This is an optimization exercise on Yosys and OpenROAD, whose aim is small area, not a production implementation. Where RTL was checked, it was by simulation tests only, not by an equivalence proof against the original. Function not checked in run 5: the RTL went through the layout flow alone. Power figures rest on the tool's default switching activity, not on a simulated workload.

`flow/run.sh`:
```
#!/bin/bash
# synth_recipe.tcl (not shown) runs the flow's synth.tcl, then flattens the netlist and writes it again
# the make line also repeats each setting of config.mk as NAME=value (left out here)
make -C /OpenROAD-flow-scripts/flow DESIGN_CONFIG=/design/flow/config.mk WORK_HOME=/design/flow/orfs CLKGATE_MAP_FILE= SYNTH_SCRIPT=/design/flow/synth_recipe.tcl finish
```
`flow/constraint.sdc`:
```
create_clock -name core_clock -period 10.0 [get_ports {clk}]
set_input_delay 2.0000 -clock core_clock [delete_from_list [all_inputs] [get_ports {clk}]]
set_output_delay 2.0000 -clock core_clock [all_outputs]
set_load 0.01 [all_outputs]
```
`flow/design.v`:
```
`timescale 1ns / 1ps
`timescale 1ns / 1ps
`timescale 1ns / 1ps
`timescale 1ns / 1ps
`timescale 1ns / 1ps
`timescale 1ns / 1ps
`timescale 1ns / 1ps
`timescale 1ns / 1ps
`timescale 1ns / 1ps
`timescale 1ns / 1ps
`timescale 1ns / 1ps
`timescale 1ns / 1ps
`timescale 1ns / 1ps
module MinStep(input [2:0] t, input [3:0] o, input u, d, output [6:0] m);
    wire z = ~|{t, o};
    wire D = d & (~u | z);
    wire U = u & ~D;
    wire o9 = o[3] & o[0];
    wire o0 = ~|o;
    wire [3:0] ou = {o[0] & (o[3] | (o[1] & o[2])), o[0] & o[1], o[0] & ~o[3], 1'b1};
    wire [3:0] od = {~o[0] & ~o[1] & ~o[2], ~o[0] & ~o[1] & (o[2] | o[3]), ~o[0] & (o[1] | o[2] | o[3]), 1'b1};
    wire [2:0] tu = {t[0] & (t[1] | t[2]), t[0] & ~t[2], 1'b1};
    wire [2:0] td = {~t[0] & ~t[1], ~t[0] & (t[1] | t[2]), 1'b1};
    assign m[3:0] = ({4{U}} & ou) | ({4{D}} & od);
    assign m[6:4] = ({3{U & o9}} & tu) | ({3{D & o0}} & td);
endmodule
module HourStep(input [1:0] t, input [3:0] o, input u, d, output [5:0] m);
    wire z = ~|{t, o};
    wire D = d & (~u | z);
    wire U = u & ~D;
    wire h23 = t[1] & o[1] & o[0];
    wire o9 = o[3] & o[0];
    wire o0 = ~|o;
    wire [3:0] ou = h23 ? 4'b0011 : {o[0] & (o[3] | (o[1] & o[2])), o[0] & o[1], o[0] & ~o[3], 1'b1};
    wire [3:0] od = z ? 4'b0011 : {~o[0] & ~o[1] & ~o[2], ~o[0] & ~o[1] & (o[2] | o[3]), ~o[0] & (o[1] | o[2] | o[3]), 1'b1};
    wire [1:0] tu = h23 ? 2'b10 : o9 ? {t[0], 1'b1} : 2'b00;
    wire [1:0] td = z ? 2'b10 : o0 ? {t[1], 1'b1} : 2'b00;
    assign m[3:0] = ({4{U}} & ou) | ({4{D}} & od);
    assign m[5:4] = ({2{U}} & tu) | ({2{D}} & td);
endmodule
module Btn(input clk, rst, x, output press);
    reg [1:0] r, T;
    wire special = (r == 2'd2) & (T == 2'd3);
    wire ev = x & (r == 2'd2) & ~T[1];
    always @(posedge clk) begin
        if (rst) begin r <= 0; T <= 0; end
        else if (ev) begin r <= 2'd2; T <= 2'd3; end
        else if (special) begin r <= x ? 2'd3 : 2'd0; T <= 2'd3; end
        else begin r <= x ? ((r == 2'd3) ? 2'd3 : r + 1'b1) : 2'd0; T <= (T == 2'd0) ? 2'd0 : T - 1'b1; end
    end
    assign press = (T == 2'd1);
endmodule
module Tbase(input clk, rst, output reg [7:0] tone, output disp_tick, tick, output reg csec, alarm);
    reg [2:0] d5;      
    reg [2:0] a5;      
    wire m10_9 = tone[0] & d5[2];         
    assign disp_tick = ~tone[0] & d5[2];  
    wire m50 = m10_9 & a5[2];             
    assign tick = m50 & ~csec;            
    always @(posedge clk) begin
        if (rst) begin tone <= 0; d5 <= 0; a5 <= 0; csec <= 0; alarm <= 0; end
        else begin
            tone <= tone + 1'b1;
            d5 <= d5[2] ? 3'd0 : d5 + 1'b1;
            if (m10_9) a5 <= a5[2] ? 3'd0 : a5 + 1'b1;
            if (m50) csec <= ~csec;
            if (tick) alarm <= ~alarm;
        end
    end
endmodule
module Clk(input clk, rst, tick, enable, p, input [12:0] E, output reg [3:0] su, output reg [2:0] sn, output [12:0] R);
    wire T = tick;
    wire rcs = sn[2] & sn[1];
    wire c_s = su[3] & su[0];
    wire c_st = T & c_s & sn[2] & sn[0];
    wire c_m = c_st & mu[3] & mu[0];
    wire c_mt = c_m & mt[2] & mt[0];
    wire h23 = ht[1] & hu[1] & hu[0];
    wire wrap = c_mt & h23;
    wire ld = T & p & ~wrap & ~rcs;
    wire su_inc = T & ((enable & ~rcs) | wrap);
    wire [3:0] tsu = {su[0] & (su[3] | (su[1] & su[2])), su[0] & su[1], su[0] & ~su[3], 1'b1} & {4{su_inc}};
    wire [3:0] tmu = {mu[0] & (mu[3] | (mu[1] & mu[2])), mu[0] & mu[1], mu[0] & ~mu[3], 1'b1} & {4{c_st}};
    wire [2:0] tmt = {mt[0] & (mt[1] | mt[2]), mt[0] & ~mt[2], 1'b1} & {3{c_m}};
    wire [3:0] thu = {hu[0] & (hu[3] | (hu[1] & hu[2])), hu[0] & hu[1] & ~ht[1], hu[0] & ~hu[3], 1'b1} & {4{c_mt}};
    wire hu9 = hu[3] & hu[0];
    wire [1:0] tht = {(hu9 & ht[0]) | h23, hu9} & {2{c_mt}};
    reg [3:0] mu, hu; reg [2:0] mt; reg [1:0] ht;
    assign R = {mt, mu, ht, hu};
    always @(posedge clk) begin
        if (rst) begin su <= 0; sn <= 0; {mt, mu, ht, hu} <= 0; end
        else begin
            su <= su ^ tsu;
            if (T) sn <= rcs ? 3'd0 : wrap ? 3'd6 : c_s ? ((sn[2] & sn[0]) ? 3'd0 : sn + 1'b1) : sn;
            {mt, mu, ht, hu} <= ld ? E : {mt ^ tmt, mu ^ tmu, ht ^ tht, hu ^ thu};
        end
    end
endmodule
module System(input clk, rst, enable, input[4:0] button_in, output[0:6] segment, output[3:0] anodes,
              output decimal_point, output [3:0] LEDs, output mode_led, output alarm_led, output speaker);
    wire [7:0] tone;
    wire disp_tick, tick, csec, alarm;
    Tbase tb0(clk, rst, tone, disp_tick, tick, csec, alarm);
    wire [4:0] press;
    genvar i;
    generate for (i = 0; i < 5; i = i + 1) begin: btn
        Btn b(clk, rst, button_in[i], press[i]);
    end endgenerate
    reg p;               
    reg [12:0] E;        
    wire [3:0] su;
    wire [2:0] sn;
    wire [12:0] R;
    Clk ck(clk, rst, tick, enable, p, E, su, sn, R);
    localparam [2:0] S_INIT = 3'd0, S_TH = 3'd1, S_TM = 3'd2, S_AH = 3'd3, S_AM = 3'd4;
    reg mode, sr, alarm_flag;
    reg [2:0] st;
    reg [12:0] A, L;     
    wire s_init = (st == S_INIT), s_th = (st == S_TH), s_tm = (st == S_TM), s_ah = (st == S_AH), s_am = (st == S_AM);
    wire alm = s_ah | s_am;
    wire [12:0] dRA = R ^ A;
    wire trig = press[0] & mode & (|dRA);
    always @(posedge clk) begin
        if (rst) begin
            mode <= 0; st <= S_INIT; sr <= 0; p <= 0;
        end else begin
            mode <= mode ^ press[0];
            if (press[0]) st <= S_INIT;
            else case (st)
                S_TH: st <= press[2] ? S_TM : press[1] ? S_AM : S_TH;
                S_TM: st <= press[2] ? S_AH : press[1] ? S_TH : S_TM;
                S_AH: st <= press[2] ? S_AM : press[1] ? S_TM : S_AH;
                S_AM: st <= press[2] ? S_TH : press[1] ? S_AH : S_AM;
                default: st <= S_TH;
            endcase
            sr <= trig;
            p <= sr | (p & ~tick);
        end
    end
    always @(posedge clk) if (trig) E <= A;
    wire [12:0] v = alm ? L : A;
    wire ok = ~alm | (mode & ~press[0]);
    wire [6:0] mm;
    wire [5:0] hm;
    MinStep ms(v[12:10], v[9:6], press[3] & (s_tm | s_am) & ok, press[4] & (s_tm | s_am) & ok, mm);
    HourStep hs(v[5:4], v[3:0], press[3] & (s_th | s_ah) & ok, press[4] & (s_th | s_ah) & ok, hm);
    wire [12:0] msk = {mm, hm};
    always @(posedge clk) begin
        A <= A ^ (({13{s_init}} & dRA) | (msk & {13{~alm}}));    
        if (rst) L <= 0;
        else L <= L ^ (msk & {13{alm}});
    end
    wire sec0 = (su == 4'd0) & ~sn[0] & (sn[2] == sn[1]);
    always @(posedge clk) begin
        if (rst) alarm_flag <= 0;
        else if (press != 0) alarm_flag <= 0;
        else if (~mode & (R == L) & sec0) alarm_flag <= 1;
    end
    wire buz_en = alarm_flag & alarm;
    reg [3:0] bz;
    reg spk;
    always @(posedge clk) begin
        if (rst) begin
            bz <= 0; spk <= 0;
        end else begin
            if (bz == 0) bz <= tone[7] ? 4'd11 : 4'd5;
            else bz <= bz - 1'b1;
            if (!buz_en) spk <= 0;
            else if (bz == 0) spk <= ~spk;
        end
    end
    reg [1:0] g;    
    reg [3:0] n;
    wire p0 = ~g[1] & ~g[0], p1 = ~g[1] & g[0], p2 = g[1] & g[0], p3 = g[1] & ~g[0];
    wire [12:0] dv = mode ? v : R;
    wire [3:0] digit = ({4{p0}} & dv[9:6]) | ({4{p1}} & {1'b0, dv[12:10]}) | ({4{p2}} & dv[3:0]) | ({4{p3}} & {2'b0, dv[5:4]});
    always @(posedge clk) begin
        if (rst) g <= 0;
        else if (disp_tick & enable) g <= {g[0], ~g[1]};
        n <= digit;
    end
    assign segment[0] = (~n[3] & ~n[2] & ~n[1] & n[0]) | (n[2] & ~n[1] & ~n[0]);
    assign segment[1] = n[2] & (n[1] ^ n[0]);
    assign segment[2] = ~n[2] & n[1] & ~n[0];
    assign segment[3] = (~n[3] & ~n[2] & ~n[1] & n[0]) | (n[2] & ~n[1] & ~n[0]) | (n[2] & n[1] & n[0]);
    assign segment[4] = (n[2] & ~n[1]) | n[0];
    assign segment[5] = (~n[3] & ~n[2] & n[0]) | (~n[2] & n[1]) | (n[1] & n[0]);
    assign segment[6] = (~n[3] & ~n[2] & ~n[1]) | (n[2] & n[1] & n[0]);
    assign anodes = {~(enable & p3), ~(enable & p2), ~(enable & p1), ~(enable & p0)};
    assign decimal_point = ~p2 | csec;
    assign LEDs = mode ? {s_th, s_tm, s_ah, s_am} : 4'b0000;
    assign mode_led = mode;
    assign alarm_led = buz_en;
    assign speaker = spk;
endmodule
```
`flow/config.mk`:
```
export PLATFORM = sky130hd
export DESIGN_NAME = System
export DESIGN_NICKNAME = System
export VERILOG_FILES = /design/flow/design.v
export SDC_FILE = /design/flow/constraint.sdc
export NUM_CORES = 4
export LEC_CHECK = 0
export CAP_MARGIN = 20
export CORE_MARGIN = 2
export CORE_UTILIZATION = 40
export CTS_BUF_LIST = sky130_fd_sc_hd__clkbuf_4
export CTS_CLUSTER_DIAMETER = 100
export CTS_CLUSTER_SIZE = 30
export PLACE_DENSITY = 0.6
export SLEW_MARGIN = 20
```
==> results of run 1 <==
-- report_power, final --
part           internal (mW)  switching [mW]  leakage (nW)
Sequential             0.470          0.0134         0.931
Combinational         0.0328          0.0414          1.35
Clock                  0.202           0.196         0.176
-- synth_stat cells, types with 6 or more instances --
| cell | number | area share, % |
|---|---|---|
| sky130_fd_sc_hd__nor2_1 | 103 | 6.1 |
| sky130_fd_sc_hd__dfxtp_1 | 100 | 32 |
| sky130_fd_sc_hd__nand2_1 | 50 | 3.0 |
| sky130_fd_sc_hd__a21oi_1 | 46 | 3.6 |
| sky130_fd_sc_hd__clkbuf_1 | 38 | 2.3 |
| sky130_fd_sc_hd__o21ai_0 | 35 | 2.8 |
| sky130_fd_sc_hd__xnor2_1 | 27 | 3.7 |
| sky130_fd_sc_hd__nor3b_1 | 24 | 2.8 |
| sky130_fd_sc_hd__xor2_1 | 24 | 3.3 |
| sky130_fd_sc_hd__nand3_1 | 19 | 1.5 |
| sky130_fd_sc_hd__nand2b_1 | 16 | 1.6 |
| sky130_fd_sc_hd__nor3_1 | 16 | 1.3 |
| sky130_fd_sc_hd__a211oi_1 | 15 | 1.8 |
| sky130_fd_sc_hd__inv_1 | 14 | 0.83 |
| sky130_fd_sc_hd__nor2b_1 | 14 | 1.4 |
| sky130_fd_sc_hd__edfxtp_1 | 13 | 6.2 |
| sky130_fd_sc_hd__nand3b_1 | 13 | 1.5 |
| sky130_fd_sc_hd__or3_1 | 12 | 1.2 |
| sky130_fd_sc_hd__o211ai_1 | 10 | 1.2 |
| sky130_fd_sc_hd__ha_1 | 9 | 1.8 |
| sky130_fd_sc_hd__nand4_1 | 9 | 0.89 |
| sky130_fd_sc_hd__nor4_1 | 9 | 0.89 |
| sky130_fd_sc_hd__mux2i_1 | 8 | 1.3 |
| sky130_fd_sc_hd__and3_1 | 7 | 0.69 |
| sky130_fd_sc_hd__buf_2 | 7 | 0.55 |
| sky130_fd_sc_hd__and2_1 | 6 | 0.59 |
| sky130_fd_sc_hd__o22ai_1 | 6 | 0.59 |
-- how the worst min path moves through the flow --
stage               startpoint   endpoint  cells after the start  slack (ps)
detailed placement          sr          p                      2         440
finish               tb0.d5[0]  tb0.d5[0]                      1         460
global route         tb0.d5[0]  tb0.d5[0]                      1         490
floorplan                A[11]      E[11]                      0         410
global placement     tb0.d5[0]  tb0.d5[0]                      1         420
CTS                         sr          p                      2         460
-- area by class of cell --
cell class              count  area (µm²)  area share (%)
diodes                      1        2.50          0.0359
clock inverters            15         204            2.92
repair buffers             32         300            4.31
inverters                  14        52.6           0.753
well taps                 211         264            3.79
flip-flops and latches    113        2390            34.3
clock buffers              17         128            1.83
multi-input cells         569        3630            52.1
-- routing by layer --
metal / global-route usage [%] / vias to the layer above / part of all wire (%)
met1: 27.6 / 2626 / 47
met4: 5.82 / 0 / 1.4
li1: - / 2707 / -
met3: 4.51 / 21 / 5.0
met2: 31.5 / 144 / 46
met5: 0 / - / 0
-- stage by stage --
step	setup slack [ps]	hold WS, ps	std cells
4_1_cts	4480	465	971
5_1_grt	4430	494	972
2_1_floorplan	5540	406	751
3_5_place_dp	4480	440	939
6_report	4480	463	972
3_3_place_gp	4500	417	939
-- worst register-to-register path, delay by kind of cell (launching register included) --
family	cells	cell delay, ps
flip-flops	1	900
multiplexers	1	270
AND/OR/NAND/NOR	4	1440
AO/OA/AOI/OAI	2	570
-- sequential cells by signal (all words and copies together), names as in the netlist, 4 cells and up --
register,flops
E,13
btn.b.T,10
ck.su,4
ck.mu,4
btn.b.r,10
tb0.tone,8
L,13
n,4
A,13
bz,4
ck.hu,4
-- kinds of logic after synthesis --
kind of cell | synth area share [%]
xor+xnor | 7.06
simple gates | 26.4
mux | 3.22
buf+inv | 4.82
flops | 37.8
compound gates | 18.9
fa+ha+maj | 1.78
==> impl.org, run 1 <==
** Worst setup path
- The critical path contains buffers and inverters numbering 2 combined.
- Max FO, Critical Path :: 6
- WS Path Type :: in2out
- Reg-to-reg startpoint :: st[1]
- Across all register-to-register paths, the minimum setup slack is ~6700 ps.
- Kind of end point of the critical path :: output pin
- Library cell contributing the largest single delay on the critical path :: sky130_fd_sc_hd__clkdlybuf4s50_1
- The signal on the critical path passes through clkdlybuf4s50_1, or3b_2, clkdlybuf4s50_1.
- Measured in cells, the most critical reg-to-reg path has a length of 7.
- Crit path launch type :: input port
- In this run the critical register-to-register path is captured at L[11].
- Category of cells accounting for the largest share of critical-path delay :: buffers and inverters
- At the worst endpoint, the required time is 8000 ps.
- The most critical setup path has its startpoint at enable.
- Worst setup path endpoint :: anodes[0]
- Worst path depth :: 3
- In this design, the stage delay of the slowest critical-path cell is roughly 580 ps.
- In this design, the critical path's most frequently occurring cell is sky130_fd_sc_hd__clkdlybuf4s50_1.
- For the worst setup path, the data arrival time is ~3500 ps.

** Placement
- Area of placed instances :: 6640 µm²
- The congestion estimate from routability-driven global placement came to 0.901.
- Port buffering added 26 buffers.
- HPWL reported at the end of detailed placement :: 11200 µm

** Timing
- Slew @ Worst Pin :: 881 ps
- Summed over all failing endpoints, the final setup total negative slack is 0 ps.
- Share of the cycle needed by the critical path after routing :: a little under three fifths
- Setup repair after global routing missed its margin :: false
- Number of hold violations in the final report :: 0
- Setup violations remaining at the end of the flow were counted as 0.
- The max-slew violation count is 0.
- Post-layout min period :: 5520 ps
- Static timing analysis puts the maximum clock frequency at about 180 MHz.
- Worst clock skew on the final layout :: just over 20 ps
- Headroom to the max-slew limit :: between 40% and 50%

** Floorplan
- The die covers roughly 17000 µm².
- Measured along the y axis, the die boundary spans ~130 µm.
- Number of standard-cell rows in the floorplan :: 45
- Chip width :: approximately 130 µm
- I/O pins :: 27
- Placeable core area :: 15300 µm²
- Initial Util :: between 40 and 50%

** Run
- Across the run, the number of max-cap violations was 0.

** CTS
- CTS placed an instance of sky130_fd_sc_hd__clkbuf_4 at the clock tree root.
- Insertion delay of the later-clocked pin in the worst-skew pair :: ~540 ps
- In this run the post-CTS setup repair buffer count came out at 0.
- Hold buffer count at CTS :: 0
- For this design, the sink count on the clock tree is between 100 and 150.
- The clock passes through at most 2 buffers.
- TritonCTS built the clock tree.
- Number of H-tree levels :: 4
- Clock-pin transition on the worst setup and hold timing paths :: roughly 110 ps
- After clock tree synthesis, the repair step resized 0 gates.
- Buffers inserted during clock tree synthesis total 17.

** Yosys
- Post-Synthesis Cells :: ~750
- Counting every net in the synthesized netlist gives ~770.
- After synthesis the netlist holds a flip-flop and latch count of 113.
- Number of synthesized flops with an enable pin :: 13
- Portion of the post-synthesis area used by sequential elements :: a little under two fifths
- The netlist uses approximately 70 different library cells.
- The cell area that synthesis handed to floorplanning was 6330 µm².
- Most used DFF post-synth :: sky130_fd_sc_hd__dfxtp_1
- After synthesis, the mean cell area works out to between 8 and 9 µm².
- Asr flop ratio synth :: 0%
- Synth warn :: 4

** GRT
- Wire length of the first global-routing pass :: roughly 26000 µm
- All-layer global routing usage :: between 10% and 20%
- Entering global routing, the biggest net connects around 80 pins.
- Summed over all layers, the global routing overflow is 0.
- The number of global-route vias before repair is ~5000.
- Initial antenna violation count :: 1

** Routing
- Post-DR vias/cell :: 5.66
- Once detail routing completed, the nets flagged for antenna violations numbered 0.
- Number of vias after detailed routing :: between 5000 and 6000
- In the routed design, unresolved DRC markers number 0.
- The detailed router finished its first iteration with around 500 violations.
- TritonRoute pass-1 iters :: 5
- Avg WL per Cell :: roughly 17 µm
- Wires add up to roughly 16000 µm.

** Finish
- Leaving out fill and tap cells, the most frequent cells in the layout are 103 x sky130_fd_sc_hd__nor2_1, 100 x sky130_fd_sc_hd__dfxtp_1, 50 x sky130_fd_sc_hd__nand2_1.
- For this run, the share of the core covered by cells in the final layout is approximately 46%.
- Fill count :: roughly 1500
- Compared with the post-synthesis result, the final layout area differs by 10.2%.
- Nets :: between 700 and 800
- Cell area after layout :: 6970 µm²
- The library cell used most frequently in the layout, excluding fill and tap cells, is sky130_fd_sc_hd__nor2_1.
- Of the cells placed in the final design, the portion with a size suffix greater than 1 is under 10%.

** Worst hold path
- The tightest min-delay check is of the reg2reg type.

** Power and ir drop
- Power density over cell area :: 137 nW/µm²
- Across the VDD grid, the largest voltage drop is 0.0918 mV.
- The analysis attributes to cell leakage a power of 2.45 nW.
- Power comes to around 0.96 mW.

** Outcome
- Outcome :: complete, no violations
==> run 2: changes to the inputs <==
--- a/flow/config.mk
+++ b/flow/config.mk
@@ -8,8 +8,8 @@
 export CAP_MARGIN = 20
 export CORE_MARGIN = 2
 export CORE_UTILIZATION = 40
-export CTS_BUF_LIST = sky130_fd_sc_hd__clkbuf_4
+export CTS_BUF_LIST = sky130_fd_sc_hd__clkbuf_8
 export CTS_CLUSTER_DIAMETER = 100
-export CTS_CLUSTER_SIZE = 30
+export CTS_CLUSTER_SIZE = 60
 export PLACE_DENSITY = 0.6
 export SLEW_MARGIN = 20
==> run 2 against run 1 <==
Against the previous run: non-clock buffer count is the same; register-to-register slack got worse by 20 ps; setup slack improved by 8.3 ps; largest cell class unchanged; still clean on timing, DRC and antenna; fmax increased by 0.15%; via count rose by 0.73%; flip-flop and latch count did not move.
==> impl.org, run 2 <==
** Floorplan
- Number of standard-cell rows in the floorplan :: 45 (unchanged)
- The width of the die came to 130 µm (unchanged).
- Die Outline Area :: 16800 µm² (unchanged)
- The starting density of the core was 41.3% (unchanged).
- I/O pins :: 27 (unchanged)
- Placeable core area :: 15300 µm² (unchanged)
- Die height :: 130 µm (unchanged)

** Finish
- The share of cells above drive strength 1 came to 8.29% (+0.13 points).
- Synth-to-layout area growth :: 12.0%
- Most common cell after layout, fill and taps aside :: sky130_fd_sc_hd__nor2_1
- Leading cell types in the layout, fill and taps excluded :: 103 x sky130_fd_sc_hd__nor2_1, 100 x sky130_fd_sc_hd__dfxtp_1, 50 x sky130_fd_sc_hd__nand2_1
- Largest registers :: A x13, E x13, L x13
- Number of antenna repair diodes :: 0 (-1)
- The number of nets at the end of the flow came to 764 (unchanged).

** Worst setup path
- In this design, the critical path's most frequently occurring cell is sky130_fd_sc_hd__clkdlybuf4s50_1.
- The worst setup path is captured at an output pin.
- The required time of the critical path is 8000 ps (about the same).
- Cells along the critical path :: clkdlybuf4s50_1, or3b_2, clkdlybuf4s50_1
- The slowest stage of the critical path is the sky130_fd_sc_hd__clkdlybuf4s50_1 cell.
- The arrival time reported for the critical path endpoint was 3520 ps (about the same).
- The startpoint identified for the worst register-to-register timing path is st[1].
- Slack of the worst reg-to-reg path :: 6720 ps (-20 ps)
- The worst path buffer plus inverter count was 2 (unchanged).
- Max FO, Critical Path :: 6 (unchanged)
- Critical Path Max Stage Delay :: 570 ps (about the same)
- The number of cell instances on the worst register-to-register path came to 7 (unchanged).
- Category of cells accounting for the largest share of critical-path delay :: buffers and inverters
- Endpoint of the lowest-slack register-to-register path :: A[9]
- STA classifies the critical path startpoint as an input port.
- The critical path is of the in2out type.

** Routing
- DRC violations left :: 0 (unchanged)
- Initial drt markers :: 481 (-3.2%)
- The via count was 5538 (+0.73%).
- TritonRoute pass-1 iters :: 5 (unchanged)
- The final wirelength is 16300 µm (+1.1%).
- Avg WL per Cell :: 16.8 µm (+1.2%)
- The remaining antenna violation count after routing was 0 (unchanged).
- Post-DR vias/cell :: 5.70 (+0.83%)

** CTS
- The number of hold buffers added after cts came to 0 (unchanged).
- The setup fix buffers added after clock tree synthesis was 0 (unchanged).
- The maximum count of clock buffers along a single path came to 2 (unchanged).
- Clock-pin transition on the worst setup and hold timing paths :: 70 ps (-40 ps)
- Insertion delay of the later-clocked pin in the worst-skew pair :: 460 ps (-80 ps)
- TritonCTS clock tree :: yes
- The clock sink total was 113 (unchanged).
- The count of instances resized after the clock tree is built is 0 (unchanged).
- CTS root buffer :: sky130_fd_sc_hd__clkbuf_8
- Number of H-tree levels :: 4 (unchanged)
- The number of buffers created by CTS came to 17 (unchanged).

** Outcome
- The flow ran to the end and the layout has no timing, DRC or antenna violations.

** Timing
- The maximum frequency from static timing analysis was 181 MHz (+0.15%).
- The transition time at the pin with the least slew margin came to 888 ps (+6.65 ps).
- Endpoints failing setup :: 0 (unchanged)
- Setup repair after global routing left no endpoint under its margin.
- The post-layout minimum cycle time was 5520 ps (-8.27 ps).
- The final worst clock skew was 14.3 ps (-5.89 ps).
- The worst slew slack as a fraction of its limit was 40.8% (-0.44 points).
- The number of failing hold endpoints at the final stage was 0 (unchanged).
- The part of the cycle the worst path needs came to 55.2% (-0.083 points).
- The max-slew violation count is 0 (unchanged).
- Setup_tns :: 0 ps (unchanged)

** Power and ir drop
- Net switching share of the total power :: 25.3% (-0.99 points)
- The maximum ir drop on the vdd rail was 0.0817 mV (-11%).
- The logic gate share of total power was 7.1% (-0.7 points).
- The proportion of power drawn by the clock network is 46.9% (+5.3 points).
- Pleak :: 2.50 nW (+2.0%)
- The net switching power figure was 0.265 mW (+5.8%).
- Overall power :: 1.05 mW (+9.9%)
- Total internal power :: 0.785 mW (+11%)
- The power density of the placed cells came to 148 nW/µm² (+8.2%).
- The sequential group share of total power came to 46.0% (-4.6 points).

** Yosys
- Cell area after synthesis :: 6330 µm² (unchanged)
- Most used standard cell by instance count after synthesis :: sky130_fd_sc_hd__nor2_1
- The post-synth net total came to 768 (unchanged).
- Total of flip-flops plus latches after synthesis :: 113 (unchanged)
- Number of synthesized flops with an enable pin :: 13 (unchanged)
- The mean post-synth cell area came to 8.43 µm² (unchanged).
- Post-synth cell types :: 72 (unchanged)
- The number of warnings reported in the yosys synthesis log was 4 (unchanged).
- List of most frequent post-synthesis cells :: 103 x sky130_fd_sc_hd__nor2_1, 100 x sky130_fd_sc_hd__dfxtp_1, 50 x sky130_fd_sc_hd__nand2_1, 46 x sky130_fd_sc_hd__a21oi_1, 38 x sky130_fd_sc_hd__clkbuf_1
- The gate count after technology mapping was 751 (unchanged).
- Summed over all instances, the cell type with the most area after synthesis is sky130_fd_sc_hd__dfxtp_1.
- The share of synthesized flip-flops with an asynchronous set or reset was 0% (unchanged).
- Top cells by area, synth :: sky130_fd_sc_hd__dfxtp_1 32%, sky130_fd_sc_hd__edfxtp_1 6.2%, sky130_fd_sc_hd__nor2_1 6.1%, sky130_fd_sc_hd__xnor2_1 3.7%, sky130_fd_sc_hd__a21oi_1 3.6%
- Portion of the post-synthesis area used by sequential elements :: 37.8% (unchanged)
- The top cell type's share of synthesized area is 31.6% (unchanged).
- Most used DFF post-synth :: sky130_fd_sc_hd__dfxtp_1

** GRT
- The fraction of met1 tracks used by global routing came to 27.7% (+0.15 points).
- The largest net degree at the start of global routing came to 82 (unchanged).
- Initial antenna violation count :: 0 (-1)
- The global-route wire length before repair was 26400 µm (+0.24%).
- GRT busiest layer :: met2
- The overall routing resource usage is 20.2% (+0.23 points).
- The number of global-route vias before repair was 5094 (-0.35%).
- The global routing usage on met3 came to 5.25% (+0.74 points).
- Met2 Use GR :: 31.1% (-0.37 points)
- Remaining global-route overflow :: 0 (unchanged)

** Placement
- The number of port buffers came to 26 (unchanged).
- Gp weighted congestion :: 0.901 (unchanged)
- HPWL reported at the end of detailed placement :: 11200 µm (unchanged)

** Worst hold path
- For hold timing, the worst endpoint is tb0.d5[0].
- The startpoint identified for the worst hold timing path is tb0.d5[0].
- Worst hold stages :: 1 (unchanged)
- Class of the tightest hold or removal check :: reg2reg

** Run
- Max_cap viols :: 0 (unchanged)
## run 2: changes by cell type in the layout (fill, tap and decap cells not counted), sizes merged
cell	previous run	this run
diode	1	0
clkbuf	17	18
clkinv	4	3
## run 2: per-stage QoR
step | cell area [µm²] | hold slack, ps | worst slack [ps] | utilization [%] | std cells
after floorplan | 6330 | 406 | 5540 | - | 751
after CTS | 7090 | 456 | 4480 | 46.3 | 971
final | 7090 | 461 | 4480 | 46.3 | 971
after detailed placement | 6640 | 440 | 4480 | 43.4 | 939
after global placement | 6640 | 417 | 4500 | 43.4 | 939
after global routing | 7090 | 488 | 4430 | 46.3 | 971
## run 2: logic make-up (layout without fill, tap and decap cells)
logic type	Yosys count	count (layout)	synth area share [%]
simple gates	320	320	26.4
compound gates	173	173	18.9
flops	113	113	37.8
buf+inv	69	78	4.82
xor+xnor	51	51	7.06
mux	16	16	3.22
fa+ha+maj	9	9	1.78
## run 2: layout make-up
type / instances / area, µm²
fill: 1533 / 8230
multi-input combinational: 569 / 3630
sequential: 113 / 2390
timing repair buffer: 32 / 300
tap: 211 / 264
clock buffer: 18 / 248
clock inverter: 14 / 200
inverter: 14 / 52.6
## run 2: routing by layer
metal / wire length, µm / part of all wire, %
met1: 7610 / 47
met2: 7450 / 46
met3: 914 / 5.6
met4: 313 / 1.9
met5: 0 / 0
## run 2: how the worst max path moves through the flow
stage,startpoint,endpoint,slack [ps],cells after the start
floorplan,enable,anodes[0],5540,1
global placement,enable,anodes[0],4500,3
detailed placement,enable,anodes[0],4480,3
CTS,enable,anodes[0],4480,3
global route,enable,anodes[0],4430,3
finish,enable,anodes[0],4480,3
## run 2: power groups by stage
stage	logic (mW)	clock network, mW	registers (mW)
after floorplan	0.0583	0	0.489
after global placement	0.0709	0	0.492
after detailed placement	0.0742	0	0.493
after CTS	0.0745	0.503	0.483
after global routing	0.0835	0.525	0.486
final	0.0743	0.493	0.484
==> run 3: changes to the inputs <==
--- a/flow/config.mk
+++ b/flow/config.mk
@@ -9,7 +9,7 @@
 export CORE_MARGIN = 2
 export CORE_UTILIZATION = 40
 export CTS_BUF_LIST = sky130_fd_sc_hd__clkbuf_8
-export CTS_CLUSTER_DIAMETER = 100
-export CTS_CLUSTER_SIZE = 60
+export CTS_CLUSTER_DIAMETER = 200
+export CTS_CLUSTER_SIZE = 100
 export PLACE_DENSITY = 0.6
 export SLEW_MARGIN = 20
==> run 3 against run 2 <==
Against the previous run: still clean; combinational power hardly changed; flip-flop and latch count stayed put; synthesized area stayed put; highest routed layer unchanged.
==> impl.org, run 3 <==
** Outcome
- Outcome :: complete, no violations

** Timing
- The number of endpoints failing setup at the final stage is 0 (unchanged).
- The final-layout setup total negative slack was 0 ps (unchanged).
- The transition time at the pin with the least slew margin was 888 ps (unchanged).
- Post-layout min period :: 5520 ps (unchanged)
- The least setup slack across all paths after layout was 4480 ps (unchanged).
- The part of the cycle the worst path needs is 55.2% (unchanged).
- Max-slew violation count :: 0 (unchanged)
- Worst clock skew on the final layout :: 14.3 ps (unchanged)
- Highest attainable clock frequency :: 181 MHz (unchanged)
- Setup repair after global routing missed its margin :: false
- The worst slew slack as a fraction of its limit is 40.8% (unchanged).
- Number of hold violations in the final report :: 0 (unchanged)

** Worst setup path
- The worst setup path is launched from an input port.
- The top fanout value on the critical path is 6 (unchanged).
- The cell that appears most often on the critical path is sky130_fd_sc_hd__clkdlybuf4s50_1.
- Category of cells accounting for the largest share of critical-path delay :: buffers and inverters
- WS Path Type :: in2out
- Crit path buffers/inverters :: 2 (unchanged)
- Cells along the critical path :: clkdlybuf4s50_1, or3b_2, clkdlybuf4s50_1
- The arrival time reported for the critical path endpoint was 3520 ps (about the same).
- Kind of end point of the critical path :: output pin
- Library cell contributing the largest single delay on the critical path :: sky130_fd_sc_hd__clkdlybuf4s50_1
- The required time of the critical path came to 8000 ps (about the same).
- The maximum single-stage delay on the critical path is 570 ps (about the same).

** Finish
- Leaving out fill and tap cells, the most frequent cells in the layout are 103 x sky130_fd_sc_hd__nor2_1, 100 x sky130_fd_sc_hd__dfxtp_1, 50 x sky130_fd_sc_hd__nand2_1.
- Largest registers :: A x13, E x13, L x13
- The antenna diode instance count was 0 (unchanged).
- Nets :: 764 (unchanged)
- The library cell used most frequently in the layout, excluding fill and tap cells, is sky130_fd_sc_hd__nor2_1.
- Synth-to-layout area growth :: 12.0% (unchanged)
- Share of post-route cells with drive strength above 1 :: 8.29% (unchanged)
- Fill count :: 1533 (unchanged)

** Yosys
- Asr flop ratio synth :: 0% (unchanged)
- The gate count after technology mapping came to 751 (unchanged).
- Yosys attributes the largest share of cell area to sky130_fd_sc_hd__dfxtp_1 32%, sky130_fd_sc_hd__edfxtp_1 6.2%, sky130_fd_sc_hd__nor2_1 6.1%, sky130_fd_sc_hd__xnor2_1 3.7%, sky130_fd_sc_hd__a21oi_1 3.6%.
- Number of synthesized flops with an enable pin :: 13 (unchanged)
- The most used flip-flop cell after synthesis is sky130_fd_sc_hd__dfxtp_1.
- The mean post-synth cell area was 8.43 µm² (unchanged).
- The number of warnings reported in the yosys synthesis log was 4 (unchanged).
- Total of flip-flops plus latches after synthesis :: 113 (unchanged)
- Share of the synthesized area in the top cell type :: 31.6% (unchanged)
- Largest area contributor in the netlist :: sky130_fd_sc_hd__dfxtp_1
- The most common cell in the synthesized netlist is sky130_fd_sc_hd__nor2_1.
- List of most frequent post-synthesis cells :: 103 x sky130_fd_sc_hd__nor2_1, 100 x sky130_fd_sc_hd__dfxtp_1, 50 x sky130_fd_sc_hd__nand2_1, 46 x sky130_fd_sc_hd__a21oi_1, 38 x sky130_fd_sc_hd__clkbuf_1
- The post-synth net total was 768 (unchanged).
- Post-synth cell types :: 72 (unchanged)
- Portion of the post-synthesis area used by sequential elements :: 37.8% (unchanged)
- Cell area after synthesis :: 6330 µm² (unchanged)

** CTS
- Hold buffer count at CTS :: 0 (unchanged)
- CTS root buffer :: sky130_fd_sc_hd__clkbuf_8
- Insertion delay of the later-clocked pin in the worst-skew pair :: 460 ps (about the same)
- Clock-pin transition on the worst setup and hold timing paths :: 70 ps (about the same)
- TritonCTS built the clock tree.
- Post-CTS setup repair buffer count :: 0 (unchanged)
- The count of instances resized after the clock tree is built is 0 (unchanged).
- The clock sink total is 113 (unchanged).
- Max Root-Sink Buffers :: 2 (unchanged)
- Number of H-tree levels :: 4 (unchanged)
- Num CTS Buffers :: 17 (unchanged)

** Routing
- The via count came to 5538 (unchanged).
- TritonRoute pass-1 iters :: 5 (unchanged)
- Avg WL per Cell :: 16.8 µm (unchanged)
- The remaining antenna violation count after routing was 0 (unchanged).
- Post-Route WL :: 16300 µm (unchanged)
- Post-DR vias/cell :: 5.70 (unchanged)
- The number of remaining DRC errors came to 0 (unchanged).
- Initial drt markers :: 481 (unchanged)

** Power and ir drop
- The maximum ir drop on the vdd rail was 0.0817 mV (unchanged).
- Flop pwr share :: 46.0% (about the same)
- The power density of the placed cells is 148 nW/µm² (unchanged).
- Total internal power :: 0.785 mW (unchanged)
- The reported leakage power is 2.50 nW (unchanged).
- Switching pwr :: 0.265 mW (unchanged)
- Logic pwr share :: 7.1% (about the same)
- The switching fraction of total power came to 25.3% (unchanged).
- The proportion of power drawn by the clock network was 46.9% (about the same).

** Floorplan
- The starting density of the core was 41.3% (unchanged).
- The overall die area was 16800 µm² (unchanged).
- The floorplan die height was 130 µm (unchanged).
- The number of standard-cell rows in the floorplan was 45 (unchanged).
- The width of the die is 130 µm (unchanged).
- The top-level I/O count is 27 (unchanged).
- Placeable core area :: 15300 µm² (unchanged)

** GRT
- The number of antenna violations at the first check in global routing came to 0 (unchanged).
- All-layer global routing usage :: 20.2% (unchanged)
- The number of global-route vias before repair is 5094 (unchanged).
- The global-route wire length before repair came to 26400 µm (unchanged).
- The largest net degree at the start of global routing is 82 (unchanged).
- The total global routing overflow came to 0 (unchanged).

** Placement
- HPWL reported at the end of detailed placement :: 11200 µm (unchanged)
- DP Worst Slack :: 4480 ps (unchanged)
- Gp weighted congestion :: 0.901 (unchanged)
- The number of port buffers is 26 (unchanged).

** Run
- The number of max-cap violations came to 0 (unchanged).

** Worst hold path
- Class of the tightest hold or removal check :: reg2reg
[run 3: cell families after synthesis]
kind of cell	Yosys count	share of synthesized area (%)
buffers and inverters	69	4.82
XOR/XNOR	51	7.06
AO/OA/AOI/OAI	173	18.9
adder cells (fa/ha/maj)	9	1.78
AND/OR/NAND/NOR	320	26.4
flip-flops	113	37.8
multiplexers	16	3.22
[run 3: path summary, 6_finish.rpt]
check | depth (start not counted) | end | slack [ps] | start
min | 1 | tb0.d5[0] | 460 | tb0.d5[0]
min reg2reg | 1 | tb0.d5[0] | 460 | tb0.d5[0]
max reg2reg | 7 | A[9] | 6720 | st[1]
max | 3 | anodes[0] | 4480 | enable
[run 3: power groups by stage]
stage	Combinational (mW)	Clock [mW]	Sequential (mW)
floorplan	0.0583	0	0.489
global placement	0.0709	0	0.492
detailed placement	0.0742	0	0.493
CTS	0.0745	0.503	0.483
global route	0.0835	0.525	0.486
finish	0.0743	0.493	0.484
[run 3: per-layer routing]
layer | track usage, % | up-vias | routed length [µm] | share of wire (%)
li1 | - | 2707 | - | -
met1 | 27.7 | 2649 | 7610 | 47
met2 | 31.1 | 161 | 7450 | 46
met3 | 5.25 | 21 | 914 | 5.6
met4 | 6.70 | 0 | 313 | 1.9
met5 | 0 | - | 0 | 0
[run 3: layout make-up]
class	count	area, µm²	area share (%)
clock buffer	18	248	3.50
clock inverter	14	200	2.82
inverter	14	52.6	0.741
multi-input combinational	569	3630	51.2
sequential	113	2390	33.8
tap	211	264	3.72
timing repair buffer	32	300	4.24
[run 3: stage by stage]
stage | instances | power, mW | cell area [µm²] | hold slack, ps | util, %
5_1_grt | 971 | 1.09 | 7090 | 488 | 46.3
4_1_cts | 971 | 1.06 | 7090 | 456 | 46.3
6_report | 971 | 1.05 | 7090 | 461 | 46.3
2_1_floorplan | 751 | 0.547 | 6330 | 406 | -
3_5_place_dp | 939 | 0.568 | 6640 | 440 | 43.4
3_3_place_gp | 939 | 0.563 | 6640 | 417 | 43.4
==> run 4: changes to the inputs <==
--- a/flow/config.mk
+++ b/flow/config.mk
@@ -8,8 +8,5 @@
 export CAP_MARGIN = 20
 export CORE_MARGIN = 2
 export CORE_UTILIZATION = 40
-export CTS_BUF_LIST = sky130_fd_sc_hd__clkbuf_8
-export CTS_CLUSTER_DIAMETER = 200
-export CTS_CLUSTER_SIZE = 100
 export PLACE_DENSITY = 0.6
 export SLEW_MARGIN = 20
==> run 4 against run 3 <==
Against the previous run: setup slack worse by 2.5 ps; core utilization up 1.2 points; worst hold slack worse by 14 ps; global-route usage up 0.10 points; fmax about the same.
==> impl.org, run 4 <==
** Power and ir drop
- The power density of the placed cells is 167 nW/µm² (+12%).
- Clock share of power :: 53.9% (+7.0 points)
- Switching pwr :: 0.292 mW (+10%)
- Pleak :: 2.59 nW (+3.4%)
- The sequential group share of total power is 39.9% (-6.1 points).
- The logic gate share of total power came to 6.1% (-1.0 points).
- The switching fraction of total power came to 24.1% (-1.2 points).
- Peak ir drop on the vdd network :: 0.127 mV (+55%)
- Total internal power :: 0.921 mW (+17%)

** Finish
- Most common cell after layout, fill and taps aside :: sky130_fd_sc_hd__nor2_1
- Relative to the synthesized area, the layout overhead comes to 14.9%.
- Largest registers :: A x13, E x13, L x13
- The share of cells above drive strength 1 came to 8.29% (unchanged).
- Number of antenna repair diodes :: 0 (unchanged)
- Leading cell types in the layout, fill and taps excluded :: 103 x sky130_fd_sc_hd__nor2_1, 100 x sky130_fd_sc_hd__dfxtp_1, 50 x sky130_fd_sc_hd__nand2_1
- Nets :: 764 (unchanged)

** GRT
- Maximum number of pins on one net before global-route repair :: 82 (unchanged)
- All-layer global routing usage :: 20.3% (+0.10 points)
- Remaining global-route overflow :: 0 (unchanged)
- The number of global-route vias before repair was 5116 (+0.43%).
- Initial antenna violation count :: 0 (unchanged)
- The global-route wire length before repair was 26600 µm (+0.66%).

** Floorplan
- Die Outline Area :: 16800 µm² (unchanged)
- The top-level I/O count came to 27 (unchanged).
- The width of the die was 130 µm (unchanged).
- The starting density of the core is 41.3% (unchanged).
- Number of standard-cell rows in the floorplan :: 45 (unchanged)
- Die height :: 130 µm (unchanged)
- The core region area came to 15300 µm² (unchanged).

** Yosys
- Post-synth cell types :: 72 (unchanged)
- The part of the Yosys area used for sequential elements came to 37.8% (unchanged).
- Top cells by area, synth :: sky130_fd_sc_hd__dfxtp_1 32%, sky130_fd_sc_hd__edfxtp_1 6.2%, sky130_fd_sc_hd__nor2_1 6.1%, sky130_fd_sc_hd__xnor2_1 3.7%, sky130_fd_sc_hd__a21oi_1 3.6%
- Most used standard cell by instance count after synthesis :: sky130_fd_sc_hd__nor2_1
- The top cell type's share of synthesized area was 31.6% (unchanged).
- The XOR/XNOR share of the synthesized area is 7.06% (unchanged).
- Multiplexer share of the synthesized area :: 3.22% (unchanged)
- Largest area contributor in the netlist :: sky130_fd_sc_hd__dfxtp_1
- Post-Synthesis Cells :: 751 (unchanged)
- The compound-gate portion of the synthesized area came to 18.9% (unchanged).
- List of most frequent post-synthesis cells :: 103 x sky130_fd_sc_hd__nor2_1, 100 x sky130_fd_sc_hd__dfxtp_1, 50 x sky130_fd_sc_hd__nand2_1, 46 x sky130_fd_sc_hd__a21oi_1, 38 x sky130_fd_sc_hd__clkbuf_1
- The share of synthesized flip-flops with an asynchronous set or reset came to 0% (unchanged).
- Total of flip-flops plus latches after synthesis :: 113 (unchanged)
- After synthesis, the largest family of logic cells by area is simple AND/OR/NAND/NOR gates.
- The simple-gate area share of the yosys netlist came to 26.4% (unchanged).
- Cell area after synthesis :: 6330 µm² (unchanged)
- Adder and majority cell fraction of the synthesized area :: 1.78% (unchanged)
- The number of warnings reported in the yosys synthesis log came to 4 (unchanged).
- The number of enable-type register cells in the synthesized netlist is 13 (unchanged).
- Post-synth net total :: 768 (unchanged)
- The mean post-synth cell area is 8.43 µm² (unchanged).
- Among all flip-flop cells after synthesis, the most frequent one is sky130_fd_sc_hd__dfxtp_1.

** Routing
- Number of vias after detailed routing :: 5560 (+0.40%)
- Count of nets left with antenna violations after detail routing :: 0 (unchanged)
- The number of remaining DRC errors is 0 (unchanged).
- Post-DR vias/cell :: 5.73 (+0.40%)
- The routed wire length per instance was 16.9 µm (+0.86%).
- Initial drt markers :: 453 (-5.8%)
- Post-Route WL :: 16400 µm (+0.86%)
- TritonRoute pass-1 iters :: 5 (unchanged)

** Timing
- Post-layout min period :: 5520 ps (+2.49 ps)
- The number of endpoints failing setup at the final stage is 0 (unchanged).
- Setup repair after global routing missed its margin :: false
- Max-slew violation count :: 0 (unchanged)
- Post-layout worst setup margin :: 4480 ps (-2.49 ps)
- The number of failing hold endpoints at the final stage is 0 (unchanged).
- The final-layout setup total negative slack came to 0 ps (unchanged).
- The worst hold slack across all endpoints came to 447 ps (-14.3 ps).
- Share of the cycle needed by the critical path after routing :: 55.2% (about the same)
- The worst slew slack as a fraction of its limit came to 41.0% (+0.19 points).
- Slew @ Worst Pin :: 885 ps (-2.91 ps)
- Highest attainable clock frequency :: 181 MHz (about the same)
- The final worst clock skew is 9.46 ps (-4.82 ps).

** CTS
- Insertion delay of the later-clocked pin in the worst-skew pair :: 430 ps (-30 ps)
- The number of buffers created by CTS was 17 (unchanged).
- TritonCTS built the clock tree.
- Sinks on the clock net :: 113 (unchanged)
- Clock-pin transition on the worst setup and hold timing paths :: 60 ps (about the same)
- The maximum count of clock buffers along a single path was 2 (unchanged).
- Number of H-tree levels :: 4 (unchanged)
- Post-CTS setup repair buffer count :: 0 (unchanged)
- Hold buffer count at CTS :: 0 (unchanged)
- Gates resized, CTS repair :: 0 (unchanged)
- The tree is rooted in a sky130_fd_sc_hd__clkbuf_16.

** Worst setup path
- The required time of the critical path came to 8000 ps (about the same).
- STA classifies the critical path startpoint as an input port.
- STA classifies the critical path endpoint as an output pin.
- The worst setup path is of the in2out kind.
- Cells along the critical path :: clkdlybuf4s50_1, or3b_2, clkdlybuf4s50_1
- The top fanout value on the critical path is 6 (unchanged).
- The number of cell instances on the worst register-to-register path came to 7 (unchanged).
- The maximum single-stage delay on the critical path came to 570 ps (about the same).
- The most numerous cell type found on the critical path is sky130_fd_sc_hd__clkdlybuf4s50_1.
- On the critical path, the stage with the largest delay is an instance of sky130_fd_sc_hd__clkdlybuf4s50_1.
- CP Data Arrival Time :: 3520 ps (about the same)

** Worst hold path
- The depth of the worst hold-timing path is 2 (+1).
- Class of the tightest hold or removal check :: reg2reg

** Run
- The number of max-cap violations came to 0 (unchanged).

** Placement
- Port buffer count :: 26 (unchanged)
- HPWL reported at the end of detailed placement :: 11200 µm (unchanged)
- The last weighted congestion value of the routability-driven placer is 0.901 (unchanged).
- The worst-case setup slack after placement is 4480 ps (unchanged).

** Outcome
- Outcome :: complete, no violations
-- run 4: cell counts after synthesis --
No cell type changed its count.
-- run 4: cells by family after synthesis --
group,after synthesis
AOI/OAI and AO/OA,173
DFF,113
buffers and inverters,69
adders and majority gates,9
xor gates and xnor gates,51
and+or+nand+nor,320
muxes,16
-- run 4: power groups by stage --
| stage | Sequential, mW | Combinational (mW) | Clock (mW) |
|---|---|---|---|
| floorplan | 0.489 | 0.0583 | 0 |
| finish | 0.484 | 0.0744 | 0.654 |
| CTS | 0.484 | 0.0746 | 0.662 |
| detailed placement | 0.493 | 0.0742 | 0 |
| global placement | 0.492 | 0.0709 | 0 |
| global route | 0.486 | 0.0834 | 0.683 |
-- run 4: final timing paths --
check | slack (ps) | endpoint | startpoint
worst min-delay path | 450 | p | sr
worst max-delay path | 4480 | anodes[0] | enable
worst min register to register | 450 | p | sr
worst max register to register | 6730 | L[11] | st[1]
-- run 4: critical path, delay by kind of cell --
kind | cells | cell delay, ps
buffers and inverters | 2 | 1060
AND/OR/NAND/NOR | 1 | 460
-- run 4: area by class of cell --
| class | count | area [µm²] |
|---|---|---|
| clock buffer | 19 | 464 |
| inverter | 14 | 52.6 |
| tap | 211 | 264 |
| multi-input combinational | 569 | 3630 |
| clock inverter | 13 | 170 |
| timing repair buffer | 32 | 300 |
| fill | 1500 | 8040 |
| sequential | 113 | 2390 |
-- run 4: routing by layer --
layer / share of wire (%) / global-route usage, %
met1: 47 / 27.6
met2: 46 / 31.5
met5: 0 / 0
met4: 2.2 / 7.40
met3: 5.2 / 4.92
-- run 4: metrics by stage --
stage | power [mW] | instance area [µm²] | std cells | util [%]
after detailed placement | 0.568 | 6640 | 939 | 43.4
final | 1.21 | 7270 | 971 | 47.5
after floorplan | 0.547 | 6330 | 751 | -
after CTS | 1.22 | 7270 | 971 | 47.5
after global routing | 1.25 | 7270 | 971 | 47.5
after global placement | 0.563 | 6640 | 939 | 43.4
==> run 5: changes to the inputs <==
--- a/flow/design.v
+++ b/flow/design.v
@@ -112,12 +112,12 @@
     wire [2:0] sn;
     wire [12:0] R;
     Clk ck(clk, rst, tick, enable, p, E, su, sn, R);
-    localparam [2:0] S_INIT = 3'd0, S_TH = 3'd1, S_TM = 3'd2, S_AH = 3'd3, S_AM = 3'd4;
+    localparam [2:0] S_INIT = 3'd0, S_TH = 3'd4, S_TM = 3'd5, S_AH = 3'd6, S_AM = 3'd7;
     reg mode, sr, alarm_flag;
     reg [2:0] st;
     reg [12:0] A, L;     
-    wire s_init = (st == S_INIT), s_th = (st == S_TH), s_tm = (st == S_TM), s_ah = (st == S_AH), s_am = (st == S_AM);
-    wire alm = s_ah | s_am;
+    wire s_init = ~st[2], s_th = (st == S_TH), s_tm = (st == S_TM), s_ah = (st == S_AH), s_am = (st == S_AM);
+    wire alm = st[2] & st[1];
     wire [12:0] dRA = R ^ A;
     wire trig = press[0] & mode & (|dRA);
     always @(posedge clk) begin
@@ -126,13 +126,9 @@
         end else begin
             mode <= mode ^ press[0];
             if (press[0]) st <= S_INIT;
-            else case (st)
-                S_TH: st <= press[2] ? S_TM : press[1] ? S_AM : S_TH;
-                S_TM: st <= press[2] ? S_AH : press[1] ? S_TH : S_TM;
-                S_AH: st <= press[2] ? S_AM : press[1] ? S_TM : S_AH;
-                S_AM: st <= press[2] ? S_TH : press[1] ? S_AH : S_AM;
-                default: st <= S_TH;
-            endcase
+            else if (~st[2]) st <= S_TH;
+            else if (press[2]) st[1:0] <= st[1:0] + 1'b1;
+            else if (press[1]) st[1:0] <= st[1:0] - 1'b1;
             sr <= trig;
             p <= sr | (p & ~tick);
         end
@@ -142,8 +138,8 @@
     wire ok = ~alm | (mode & ~press[0]);
     wire [6:0] mm;
     wire [5:0] hm;
-    MinStep ms(v[12:10], v[9:6], press[3] & (s_tm | s_am) & ok, press[4] & (s_tm | s_am) & ok, mm);
-    HourStep hs(v[5:4], v[3:0], press[3] & (s_th | s_ah) & ok, press[4] & (s_th | s_ah) & ok, hm);
+    MinStep ms(v[12:10], v[9:6], press[3] & st[2] & st[0] & ok, press[4] & st[2] & st[0] & ok, mm);
+    HourStep hs(v[5:4], v[3:0], press[3] & st[2] & ~st[0] & ok, press[4] & st[2] & ~st[0] & ok, hm);
     wire [12:0] msk = {mm, hm};
     always @(posedge clk) begin
         A <= A ^ (({13{s_init}} & dRA) | (msk & {13{~alm}}));    
@@ -159,14 +155,14 @@
     wire buz_en = alarm_flag & alarm;
     reg [3:0] bz;
     reg spk;
+    wire bz_end = &bz;
     always @(posedge clk) begin
         if (rst) begin
-            bz <= 0; spk <= 0;
+            bz <= 4'd15; spk <= 0;
         end else begin
-            if (bz == 0) bz <= tone[7] ? 4'd11 : 4'd5;
-            else bz <= bz - 1'b1;
+            bz <= bz_end ? (tone[7] ? 4'd5 : 4'd4) : {bz[2:0], bz[3] ^ bz[0]};
             if (!buz_en) spk <= 0;
-            else if (bz == 0) spk <= ~spk;
+            else if (bz_end) spk <= ~spk;
         end
     end
     reg [1:0] g;    
--- a/flow/config.mk
+++ b/flow/config.mk
@@ -5,8 +5,10 @@
 export SDC_FILE = /design/flow/constraint.sdc
 export NUM_CORES = 4
 export LEC_CHECK = 0
+export ABC_AREA = 1
 export CAP_MARGIN = 20
 export CORE_MARGIN = 2
 export CORE_UTILIZATION = 40
+export CTS_BUF_LIST = sky130_fd_sc_hd__clkbuf_8
 export PLACE_DENSITY = 0.6
 export SLEW_MARGIN = 20
==> run 5 against run 4 <==
Against the previous run: still clean; critical path depth is the same; global-route usage fell by 1.4 points; design area down 6.7%; via count shrank 4.0%; largest power group is now registers; highest routed layer unchanged.
==> impl.org, run 5 <==
** Timing
- Setup_tns :: 0 ps (unchanged)
- The part of the cycle the worst path needs came to 51.2% (-4.0 points).
- Hold WS :: 419 ps (-27.7 ps)
- Worst clock skew on the final layout :: 13.1 ps (+3.62 ps)
- Max-slew violation count :: 0 (unchanged)
- Endpoints failing setup :: 0 (unchanged)
- Headroom to the max-slew limit :: 45.4% (+4.4 points)
- The maximum frequency from static timing analysis came to 195 MHz (+7.7%).
- Setup repair after global routing missed its margin :: false
- Post-layout worst setup margin :: 4880 ps (+397 ps)
- The transition time at the pin with the least slew margin is 818 ps (-66.8 ps).
- Post-layout min period :: 5120 ps (-397 ps)
- Number of hold violations in the final report :: 0 (unchanged)

** Worst setup path
- The number of cell instances on the worst register-to-register path is 13 (+6).
- WS Path Type :: in2out
- The critical path starts at enable.
- The top fanout value on the critical path is 6 (unchanged).
- In this run the critical register-to-register path is captured at A[5].
- STA classifies the critical path startpoint as an input port.
- The worst setup path is captured at an output pin.
- The setup slack on the worst flop-to-flop path came to 7310 ps (+580 ps).
- CP Data Arrival Time :: 3120 ps (-400 ps)
- Reg-to-reg startpoint :: st[2]
- WP data required :: 8000 ps (about the same)

** Routing
- The number of optimization iterations in the first detailed-route pass was 5 (unchanged).
- Count of nets left with antenna violations after detail routing :: 0 (unchanged)
- The number of remaining DRC errors is 0 (unchanged).
- The via count is 5337 (-4.0%).
- The final wirelength was 14200 µm (-14%).
- The routed wire length per instance came to 13.3 µm (-22%).
- Post-DR vias/cell :: 4.98 (-13%)
- Initial drt markers :: 347 (-23%)

** Yosys
- The mean post-synth cell area was 7.04 µm² (-17%).
- The top cell type's share of synthesized area came to 33.4% (+1.8 points).
- Post-Synthesis Cells :: 851 (+13%)
- The share of synthesized flip-flops with an asynchronous set or reset was 0% (unchanged).
- By area the synthesized netlist is led by sky130_fd_sc_hd__dfxtp_1 33%, sky130_fd_sc_hd__nand2_1 11%, sky130_fd_sc_hd__inv_1 6.7%, sky130_fd_sc_hd__edfxtp_1 6.5%, sky130_fd_sc_hd__a21oi_1 5.9%.
- Total of flip-flops plus latches after synthesis :: 113 (unchanged)
- The number of enable-type register cells in the synthesized netlist was 13 (unchanged).
- Largest area contributor in the netlist :: sky130_fd_sc_hd__dfxtp_1
- The number of distinct library cells after synthesis is 44 (-39%).
- The part of the Yosys area used for sequential elements was 40.0% (+2.2 points).
- In the post-synthesis netlist, the cell with the most instances is sky130_fd_sc_hd__nand2_1.
- By count the netlist is led by 177 x sky130_fd_sc_hd__nand2_1, 107 x sky130_fd_sc_hd__inv_1, 100 x sky130_fd_sc_hd__dfxtp_1, 90 x sky130_fd_sc_hd__nor2_1, 71 x sky130_fd_sc_hd__a21oi_1.
- The number of warnings reported in the yosys synthesis log was 4 (unchanged).
- Post-synth net total :: 867 (+13%)
- Most used DFF post-synth :: sky130_fd_sc_hd__dfxtp_1
- The post-synthesis instance area was 5990 µm² (-5.4%).

** GRT
- The total global routing overflow was 0 (unchanged).
- The largest net degree at the start of global routing is 51 (-38%).
- The number of antenna violations at the first check in global routing came to 0 (unchanged).
- All-layer global routing usage :: 18.9% (-1.4 points)
- The global-route wire length before repair was 24100 µm (-9.3%).
- Via count of the first global-routing pass :: 4818 (-5.8%)

** Finish
- The share of the core filled with cells was 46.5% (-0.97 points).
- In the final layout, the registers with the most flip-flops are A x13, E x13, L x13.
- The library cells used most frequently in the layout, excluding fill and tap cells, are 177 x sky130_fd_sc_hd__nand2_1, 108 x sky130_fd_sc_hd__inv_1, 100 x sky130_fd_sc_hd__dfxtp_1.
- Nets :: 890 (+16%)
- Most common cell after layout, fill and taps aside :: sky130_fd_sc_hd__nand2_1
- The share of cells above drive strength 1 came to 9.02% (+0.73 points).
- The antenna diode instance count was 0 (unchanged).
- From synthesis to final layout, the design area changed by 13.4%.

** Floorplan
- Chip width :: 126 µm (-2.7%)
- Die height :: 126 µm (-2.7%)
- Number of standard-cell rows in the floorplan :: 44 (-2.2%)
- The core region area is 14600 µm² (-4.7%).
- The top-level I/O count came to 27 (unchanged).
- The overall die area is 16000 µm² (-5.2%).
- Initial Util :: 41.0% (-0.29 points)

** CTS
- TritonCTS built the clock tree.
- The maximum count of clock buffers along a single path was 2 (unchanged).
- Sinks on the clock net :: 113 (unchanged)
- CTS placed an instance of sky130_fd_sc_hd__clkbuf_8 at the clock tree root.
- The number of hold buffers added after cts came to 0 (unchanged).
- Post-CTS setup repair buffer count :: 0 (unchanged)
- The clock insertion delay at the later pin of the skew report was 460 ps (+30 ps).
- Clock-pin transition on the worst setup and hold timing paths :: 60 ps (about the same)
- The number of buffers created by CTS is 17 (unchanged).
- The count of instances resized after the clock tree is built came to 0 (unchanged).
- The H-tree depth came to 4 (unchanged).

** Power and ir drop
- Pleak :: 3.09 nW (+19%)
- The maximum ir drop on the vdd rail came to 0.0775 mV (-39%).
- The power density of the placed cells came to 190 nW/µm² (+14%).

** Worst hold path
- WHS Endpoint :: tb0.d5[0]
- Min-delay src :: tb0.d5[0]
- Class of the tightest hold or removal check :: reg2reg
- Worst hold stages :: 1 (-1)

** Outcome
- The flow ran to the end and the layout has no timing, DRC or antenna violations.

** Placement
- Gp weighted congestion :: 0.908 (+0.83%)
- DP Worst Slack :: 4870 ps (+387 ps)
- Port buffer count :: 26 (unchanged)
- The half-perimeter wire length after detailed placement came to 10200 µm (-8.4%).

** Run
- Max_cap viols :: 0 (unchanged)
-- run 5: cell types whose count changed after synthesis, moves of 13 or more --
cell,before,now
sky130_fd_sc_hd__nand2_1,50,177
sky130_fd_sc_hd__inv_1,14,107
sky130_fd_sc_hd__nand3_1,19,68
sky130_fd_sc_hd__clkbuf_1,38,12
sky130_fd_sc_hd__a21oi_1,46,71
sky130_fd_sc_hd__nor3b_1,24,0
sky130_fd_sc_hd__o21ai_0,35,56
sky130_fd_sc_hd__xnor2_1,27,9
sky130_fd_sc_hd__nand2b_1,16,0
sky130_fd_sc_hd__a211oi_1,15,1
sky130_fd_sc_hd__nor2b_1,14,0
sky130_fd_sc_hd__nor2_1,103,90
-- run 5: cells by family after synthesis --
| kind of cell | synth area share [%] |
|---|---|
| AND/OR/NAND/NOR | 31.9 |
| buffers and inverters | 9.30 |
| adder cells (fa/ha/maj) | 1.67 |
| flip-flops | 40.0 |
| AO/OA/AOI/OAI | 12.8 |
| XOR/XNOR | 4.39 |
-- run 5: power breakdown --
part | total [mW] | leakage (nW) | internal, mW | switching [mW]
clock | 0.450 | 0.219 | 0.263 | 0.188
sequential | 0.552 | 0.933 | 0.504 | 0.0479
combinational | 0.286 | 1.93 | 0.0990 | 0.187
-- run 5: final cells by class --
cell class,count,area (µm²)
fillers,1446,7800
multi-input cells,600,3040
flip-flops and latches,113,2390
inverters,113,429
repair buffers,29,283
clock buffers,20,275
well taps,184,230
clock inverters,12,140
-- run 5: stage by stage --
step           instances  instance area [µm²]  total power [mW]
3_5_place_dp        1039                 6370             0.840
5_1_grt             1071                 6790              1.37
4_1_cts             1071                 6790              1.29
2_1_floorplan        851                 5990             0.766
3_3_place_gp        1039                 6370             0.840
6_report            1071                 6790              1.29
-- run 5: per-layer routing --
| metal | up-vias | global-route usage (%) | share of wire [%] |
|---|---|---|---|
| met4 | 0 | 6.98 | 2.3 |
| met2 | 112 | 27.0 | 41 |
| li1 | 2816 | - | - |
| met3 | 27 | 4.89 | 4.8 |
| met1 | 2382 | 27.4 | 52 |
| met5 | - | 0 | 0 |
-- run 5: worst max-delay path by stage --
stage,slack [ps],to,cells past startpoint
after global routing,4780,anodes[1],3
after CTS,4870,anodes[1],3
after detailed placement,4870,anodes[1],3
after floorplan,5910,anodes[0],1
final,4880,anodes[1],3
after global placement,4890,anodes[2],3
-- run 5: critical path: stages --
cell and delay, ps:
sky130_fd_sc_hd__clkdlybuf4s50_1 490, sky130_fd_sc_hd__nand2_1 100, sky130_fd_sc_hd__clkdlybuf4s50_1 530
==> run 6: changes to the inputs <==
--- a/flow/design.v
+++ b/flow/design.v
@@ -153,16 +153,16 @@
         else if (~mode & (R == L) & sec0) alarm_flag <= 1;
     end
     wire buz_en = alarm_flag & alarm;
-    reg [3:0] bz;
+    reg [2:0] bz;
     reg spk;
-    wire bz_end = &bz;
+    wire bz_end = (bz == 3'd3);
     always @(posedge clk) begin
         if (rst) begin
-            bz <= 4'd15; spk <= 0;
+            bz <= 3'd3; spk <= 0;
         end else begin
-            bz <= bz_end ? (tone[7] ? 4'd5 : 4'd4) : {bz[2:0], bz[3] ^ bz[0]};
+            if (~tone[0]) bz <= bz_end ? (tone[7] ? 3'd6 : 3'd2) : {bz[1:0], bz[2] ^ bz[1]};
             if (!buz_en) spk <= 0;
-            else if (bz_end) spk <= ~spk;
+            else if (bz_end & ~tone[0]) spk <= ~spk;
         end
     end
     reg [1:0] g;    
==> run 6 against run 5 <==
Against the previous run: still clean; worst hold slack improved by 17 ps; combinational power fell by 2%; global-route usage fell by 0.52 points; synthesized area rose by 0.75%; register-to-register slack got worse by 130 ps; core utilization fell by 1.2 points; wire length fell by 0.53%; clock skew rose by 1.8 ps; critical path depth did not move; highest routed layer unchanged.
==> impl.org, run 6 <==
** Yosys
- Main combinational cell family by area after synthesis :: simple AND/OR/NAND/NOR gates
- Post-Synthesis Cells :: 848 (-0.35%)
- Number of synthesized flops with an enable pin :: 13 (unchanged)
- Among all flip-flop cells after synthesis, the most frequent one is sky130_fd_sc_hd__dfxtp_1.
- Cell area after synthesis :: 6030 µm² (+0.75%)
- The adder-cell share of the synthesized area is 1.66% (-0.012 points).
- Of all cell types, the one taking the most synthesized area is sky130_fd_sc_hd__dfxtp_1.
- The mean post-synth cell area came to 7.11 µm² (+1.1%).
- Asr flop ratio synth :: 0% (unchanged)
- Counting instances in the post-synthesis netlist gives the leading cell types as 167 x sky130_fd_sc_hd__nand2_1, 108 x sky130_fd_sc_hd__nor2_1, 103 x sky130_fd_sc_hd__inv_1, 99 x sky130_fd_sc_hd__dfxtp_1, 67 x sky130_fd_sc_hd__nand3_1.

** Floorplan
- Chip width :: 127 µm (+0.36%)
- The top-level I/O count was 27 (unchanged).
- The floorplan die height was 127 µm (+0.36%).
- Initial Util :: 41.2% (+0.15 points)

** Timing
- The final worst clock skew came to 14.9 ps (+1.82 ps).
- The final-layout setup total negative slack came to 0 ps (unchanged).
- Highest attainable clock frequency :: 195 MHz (-0.22%)
- Share of the cycle needed by the critical path after routing :: 51.3% (+0.11 points)
- Setup repair after global routing missed its margin :: false
- Max-slew violation count :: 0 (unchanged)

** Power and ir drop
- Peak ir drop on the vdd network :: 0.0913 mV (+18%)
- The internal power was 0.720 mW (-17%).
- Flop pwr share :: 48.1% (+5.2 points)
- Power density over cell area :: 171 nW/µm² (-10%)
- Pleak :: 2.97 nW (-3.9%)
- The proportion of power drawn by the clock network is 27.2% (-7.8 points).

** Finish
- The share of cells above drive strength 1 came to 7.37% (-1.6 points).
- The number of nets at the end of the flow came to 879 (-1.2%).
- Largest registers :: A x13, E x13, L x13

** Worst setup path
- CP Data Arrival Time :: 3130 ps (about the same)
- STA classifies the critical path endpoint as an output pin.
- The endpoint identified for the worst register-to-register timing path is L[5].
- Depth of the worst register-to-register path :: 13 (unchanged)
- Reg-to-reg startpoint :: st[2]

** Routing
- The number of optimization iterations in the first detailed-route pass came to 5 (unchanged).
- Avg WL per Cell :: 13.4 µm (+1.3%)
- Initial drt markers :: 384 (+11%)
- The via count was 5220 (-2.2%).

** Outcome
- Outcome :: complete, no violations

** CTS
- Max Root-Sink Buffers :: 2 (unchanged)
- Post-CTS setup repair buffer count :: 0 (unchanged)
- TritonCTS built the clock tree.
- CTS root buffer :: sky130_fd_sc_hd__clkbuf_8
- The H-tree depth came to 3 (-1).
- The number of hold buffers added after cts is 0 (unchanged).
- The count of instances resized after the clock tree is built is 0 (unchanged).

** Placement
- Gp weighted congestion :: 0.891 (-1.9%)

** GRT
- All-layer global routing usage :: 18.4% (-0.52 points)
- Initial antenna violation count :: 0 (unchanged)
[run 6: cell type report]
| class | instances | area [µm²] | share of cell area [%] |
|---|---|---|---|
| multi-input cells | 602 | 3110 | 46.9 |
| flip-flops and latches | 112 | 2370 | 35.7 |
| inverters | 109 | 414 | 6.24 |
| repair buffers | 29 | 283 | 4.26 |
| well taps | 184 | 230 | 3.47 |
| clock buffers | 9 | 124 | 1.87 |
| clock inverters | 7 | 105 | 1.58 |
[run 6: layer usage]
metal	vias to the layer above	routed length, µm	GRT usage [%]
met5	-	0	0
met2	77	6100	28.0
met1	2346	7300	26.5
met3	12	578	4.18
li1	2785	-	-
met4	0	151	4.46
[run 6: worst min path at each step]
stage	end	slack, ps	depth (start not counted)
finish	tb0.d5[0]	440	1
global route	btn[1].b.T[0]	460	1
CTS	tb0.d5[0]	430	1
detailed placement	tb0.d5[0]	410	1
global placement	tb0.d5[0]	410	1
floorplan	tb0.d5[0]	400	1
[run 6: kinds of logic (layout without fill, tap and decap cells)]
group | after synthesis | in the layout
DFF | 112 | 112
xor gates and xnor gates | 35 | 35
AOI/OAI and AO/OA | 142 | 142
buffers and inverters | 134 | 154
and+or+nand+nor | 417 | 417
adders and majority gates | 8 | 8
[run 6: through the flow]
step                util, %  setup WS, ps  cell area (µm²)  power, mW  cells
CTS                    45.3          4850             6640       1.14   1052
detailed placement     43.8          4860             6410      0.829   1036
finish                 45.3          4870             6640       1.13   1052
global route           45.3          4780             6640       1.20   1052
global placement       43.8          4880             6410      0.827   1036
floorplan                 -          5910             6030      0.753    848
[run 6: power groups by stage]
stage          clock [mW]  combinational (mW)  sequential (mW)
5_1_grt             0.336               0.318            0.550
3_5_place_dp            0               0.274            0.555
2_1_floorplan           0               0.216            0.537
4_1_cts             0.318               0.276            0.544
6_report            0.308               0.279            0.545
3_3_place_gp            0               0.274            0.553
[run 6: worst max-delay path, cell delays in order]
cell and delay (ps):
sky130_fd_sc_hd__clkdlybuf4s50_1 500, sky130_fd_sc_hd__nand2_1 110, sky130_fd_sc_hd__clkdlybuf4s50_1 530

[static timing again, ports no longer ideal]
In the flow no input, the clock included, has a driving cell. The finished layouts below were timed again as built, in two steps. Step 1 sets driving cells, clkbuf_16 on the clock port and buf_2 on the other inputs (assumed; they add their load-dependent delay and slew). Step 2, shift: input delay + t, output delay - t, t = (earliest + latest rising clock arrival at the registers) / 2. This alone moves slack from input paths to output paths. a / b / c = ideal ports / drivers / drivers and shift; a / b = the first two.
run | t, ns | setup slack, ns
run 1 | 0.573 | 4.476 / 4.450 / 4.450
run 2 | 0.485 | 4.484 / 4.459 / 4.459
run 3 | 0.485 | 4.484 / 4.459 / 4.459
run 4 | 0.468 | 4.482 / 4.456 / 4.456
run 5 | 0.488 | 4.878 / 4.854 / 4.854
run 6 | 0.445 | 4.867 / 4.844 / 4.844
After both steps every run listed still meets setup and hold.
